This design comes from an exercise in tuning for small area on the open sky130 flow, not from production work.
In this exercise RTL edits were held to simulation tests only and were not proved equivalent to the original.
Power is estimated from default activity; no workload was simulated.

== the baseline ==
==> flow/design.v <==
`timescale 1ns / 1ps
`timescale 1ns / 1ps
`timescale 1ns / 1ps
`timescale 1ns / 1ps
`timescale 1ns / 1ps
module Controller_top(
    input  logic clk,
    input  logic rst,
    output logic TRIGGER,
    input  logic ECHO,
    output logic PWM_out
);
    logic s1, e;
    always_ff @(posedge clk) begin
        s1 <= ECHO;
        e  <= s1;
    end
    localparam logic [1:0] TRIG = 2'b00, WAIT = 2'b01, MEAS = 2'b11, DONE = 2'b10;
    logic [1:0]  st;
    logic [21:0] T;
    logic [1:0]  X;
    logic [4:0]  D;
    logic [3:0]  p;
    logic [4:0]  g;
    wire t_idle = T[0] & ~T[1] & T[2] & T[3] & T[5] & ~T[9] & T[21];    
    wire t_trig = ~T[3] & T[4] & ~T[8] & ~T[16];    
    wire t_wait = T[0] & ~T[1] & ~T[2] & ~T[3] & ~T[4] & ~T[5] & ~T[6] & T[7] & ~T[8] & ~T[9] & ~T[10] & ~T[11] & ~T[12] & ~T[13] & T[14] & ~T[15] & T[16] & T[17] & ~T[18] & ~T[21];    
    wire r_end = ~T[0] & ~T[1] & ~T[2] & T[5] & ~T[6] & T[7] & ~T[8] & T[9] & T[10];    
    wire dt_end = T[16] & ~T[17] & T[18] & ~T[19] & ~T[21] & ~X[0] & ~X[1];    
    wire p_end = ~p[0] & ~p[2] & p[3];    
    always_ff @(posedge clk) begin
        if (rst) st <= TRIG;
        else case (st)
            TRIG: if (t_trig) st <= WAIT;
            WAIT: if (e) st <= MEAS; else if (t_wait) st <= TRIG;
            MEAS: if (!e) st <= DONE;
            DONE: if (dt_end) st <= TRIG;
        endcase
    end
    wire [21:0] T_sh  = {T[20:0], ~(T[21] ^ T[20])};
    wire [4:0]  q     = T[15:11];
    wire [15:0] echo_n = r_end ? {q - {4'd0, q != 5'd0}, 10'd0, q[0]}
                               : {q, T[9:0], ~(T[10] ^ T[8])};
    wire [7:0]  dt_sh = {X[0], T[21:16], ~(X[1] ^ T[21] ^ T[20] ^ T[19])};
    always_ff @(posedge clk) begin
        X <= {X[0], T[21]};
        if (rst) T <= 22'h3ffdfd;
        else case (st)
            TRIG: T <= T_sh;
            WAIT: T <= e ? {T_sh[21:16], 5'd23, 11'h376} : t_wait ? 22'h3ffdfd : T_sh;
            MEAS: begin
                T[21:16] <= 6'd0;
                X <= 2'd0;
                if (e) T[15:0] <= echo_n;
            end
            DONE: begin
                if (dt_end) T <= 22'h3ffbfb;
                else begin
                    {X, T[21:16]} <= dt_sh;
                    if (e) T[15:0] <= echo_n;
                end
            end
        endcase
    end
    always_ff @(posedge clk) begin
        if (rst) D <= 5'd0;
        else if (st == DONE) D <= q;
    end
    wire last5 = (g == 5'd4) || (g == 5'd9) || (g == 5'd14) || (g == 5'd19);
    logic [3:0] p_n;
    logic [4:0] g_n;
    always_comb begin
        if (rst) begin
            p_n = 4'd1; g_n = 5'd0;
        end else if (p_end) begin
            p_n = {3'd0, last5};
            g_n = (g == 5'd19) ? 5'd0 : g + 5'd1;
        end else begin
            p_n = {p[2:0], ~(p[3] ^ p[2])};
            g_n = g;
        end
    end
    logic x, pwm;
    always_ff @(posedge clk) begin
        p   <= p_n;
        g   <= g_n;
        x   <= (g_n < D);
        pwm <= !rst & x;
    end
    assign PWM_out = pwm;
    assign TRIGGER = !rst & (st == TRIG) & !t_idle;
endmodule
==> flow/config.mk <==
export PLATFORM = sky130hd
export DESIGN_NAME = Controller_top
export DESIGN_NICKNAME = Controller_top
export VERILOG_FILES = /design/flow/design.v
export SDC_FILE = /design/flow/constraint.sdc
export NUM_CORES = 4
export LEC_CHECK = 0
export CAP_MARGIN = 20
export CORE_MARGIN = 2
export CORE_UTILIZATION = 40
export SLEW_MARGIN = 20
==> flow/constraint.sdc <==
create_clock -name core_clock -period 12.0 [get_ports {clk}]
set_input_delay 2.4000 -clock core_clock [delete_from_list [all_inputs] [get_ports {clk}]]
set_output_delay 2.4000 -clock core_clock [all_outputs]
set_load 0.01 [all_outputs]
standard.sh (not shown) runs the stock make flow with config.mk's settings and CLKGATE_MAP_FILE= SYNTH_SCRIPT=/design/flow/synth_recipe.tcl, a recipe that flattens the netlist after the stock synthesis.
==> flow/flow/run.sh <==
#!/bin/bash
# Layout flow: the standard flow (standard.sh) with these changes:
#  - synthesis maps the logic with an area-oriented ABC script
#    (flow/abc_area.script) and without Yosys's full/half-adder extraction;
#    the rest of the synthesis (registers, flattening, renaming) is the standard flow's own;
#  - clock tree synthesis with explicit buffer choice and no dummy load cells;
#  - port buffers are buf_1 cells.
# Each step's full output goes to its own log file here.
set -euo pipefail
rm -rf scripts_synth
cp -r "$FLOW_HOME/scripts" scripts_synth
cp flow/abc_area.script scripts_synth/abc_area.script
bash standard.sh SCRIPTS_DIR="$PWD/scripts_synth" ABC_AREA=1 ADDER_MAP_FILE= synth > synth.log 2>&1
bash standard.sh "CTS_ARGS=-sink_clustering_enable -repair_clock_nets -dont_use_dummy_load -buf_list sky130_fd_sc_hd__clkbuf_8 -root_buf sky130_fd_sc_hd__clkbuf_8" "BUFFER_PORTS_ARGS=-buffer_cell sky130_fd_sc_hd__buf_1"  > layout.log 2>&1
==> flow/flow/abc_area.script <==
strash
&get -n
&fraig -x
&put
scorr
dc2
strash
&get -n
&dch -f
&nf -R 1000 -a
&put
strash
&get -n
&synch2
&nf -R 1000 -a
&put
strash
&get -n
&dc2
&dch -f
&nf -R 1000 -a
&put
strash
&get -n
&synch2
&nf -R 1000 -a
&put
strash
&get -n
&dc2
&dch -f
&nf -R 1000 -a
&put
strash
&get -n
&synch2
&nf -R 1000 -a
&put
strash
&get -n
&dc2
&dch -f
&nf -R 1000 -a
&put
strash
&get -n
&synch2
&nf -R 1000 -a
&put
strash
&get -n
&dc2
&dch -f
&nf -R 1000 -a
&put
topo
The following lists how the candidate was set up differently from the baseline:
--- a/flow/flow/run.sh
+++ b/flow/flow/run.sh
@@ -13,2 +13,2 @@
 bash standard.sh SCRIPTS_DIR="$PWD/scripts_synth" ABC_AREA=1 ADDER_MAP_FILE= synth > synth.log 2>&1
-bash standard.sh "CTS_ARGS=-sink_clustering_enable -repair_clock_nets -dont_use_dummy_load -buf_list sky130_fd_sc_hd__clkbuf_8 -root_buf sky130_fd_sc_hd__clkbuf_8" "BUFFER_PORTS_ARGS=-buffer_cell sky130_fd_sc_hd__buf_1"  > layout.log 2>&1
+bash standard.sh "CTS_ARGS=-sink_clustering_enable -repair_clock_nets -dont_use_dummy_load -buf_list sky130_fd_sc_hd__clkbuf_8 -root_buf sky130_fd_sc_hd__clkbuf_8 -sink_clustering_size 50 -sink_clustering_max_diameter 500" "BUFFER_PORTS_ARGS=-buffer_cell sky130_fd_sc_hd__buf_1"  > layout.log 2>&1
==> flow/flow/abc_area.script <==
strash
&get -n
&fraig -x
&put
scorr
dc2
strash
&get -n
&dch -f
&nf -R 1000 -a
&put
strash
&get -n
&synch2
&nf -R 1000 -a
&put
strash
&get -n
&synch2
&nf -R 1000 -a
&put
strash
&get -n
&dc2
&dch -f
&nf -R 1000 -a
&put
strash
&get -n
&synch2
&nf -R 1000 -a
&put
topo
## What came out
Any difference in clock skew between the candidate and the baseline is small enough to ignore. Relative to the baseline, the final worst-path cycle share of the candidate is lower by 0.56 points. Per the comparison of the candidate with the baseline, share of final layout cell area taken by clock buffers and inverters has remained practically unchanged; register fraction of the total cell area has decreased. Taking the baseline as the reference point, the met2 demand-to-capacity share in global routing of the candidate rises by 1.7 points. Power share of the clock group delta (the candidate -> the baseline): insignificant.

-- static timing again, ports no longer ideal --
How much do the figures lean on ideal ports? The routed layouts below were timed once more, with nothing changed but the port constraints. Step 1, drivers: a clkbuf_16 drives clk and a buf_2 each remaining input, both assumed. Step 2 adds t to the input delays and takes it off the output delays; t is the mean of the earliest and latest rising clock arrival at the registers after step 1. Input paths then give back, and output paths get back, about the clock's delay inside the block. Slacks: no drivers / after step 1 / after step 2; pairs: no drivers / after step 1.
| run | t, ns | slack for setup (ns) | hold WS [ns] | worst slew at a driven data input, ns | pins driven straight from the clock port |
|---|---|---|---|---|---|
| the baseline | 0.316 | 6.432 / 6.412 / 6.412 | 0.330 / 0.330 / 0.330 | 0.03 | 1 |
| the candidate | 0.315 | 6.499 / 6.480 / 6.480 | 0.331 / 0.331 / 0.331 | 0.03 | 1 |
After both steps setup and hold are still met in every run listed. For the baseline, which loses most, drivers alone change the setup slack by -0.020 ns; drivers and shift together by -0.020 ns.
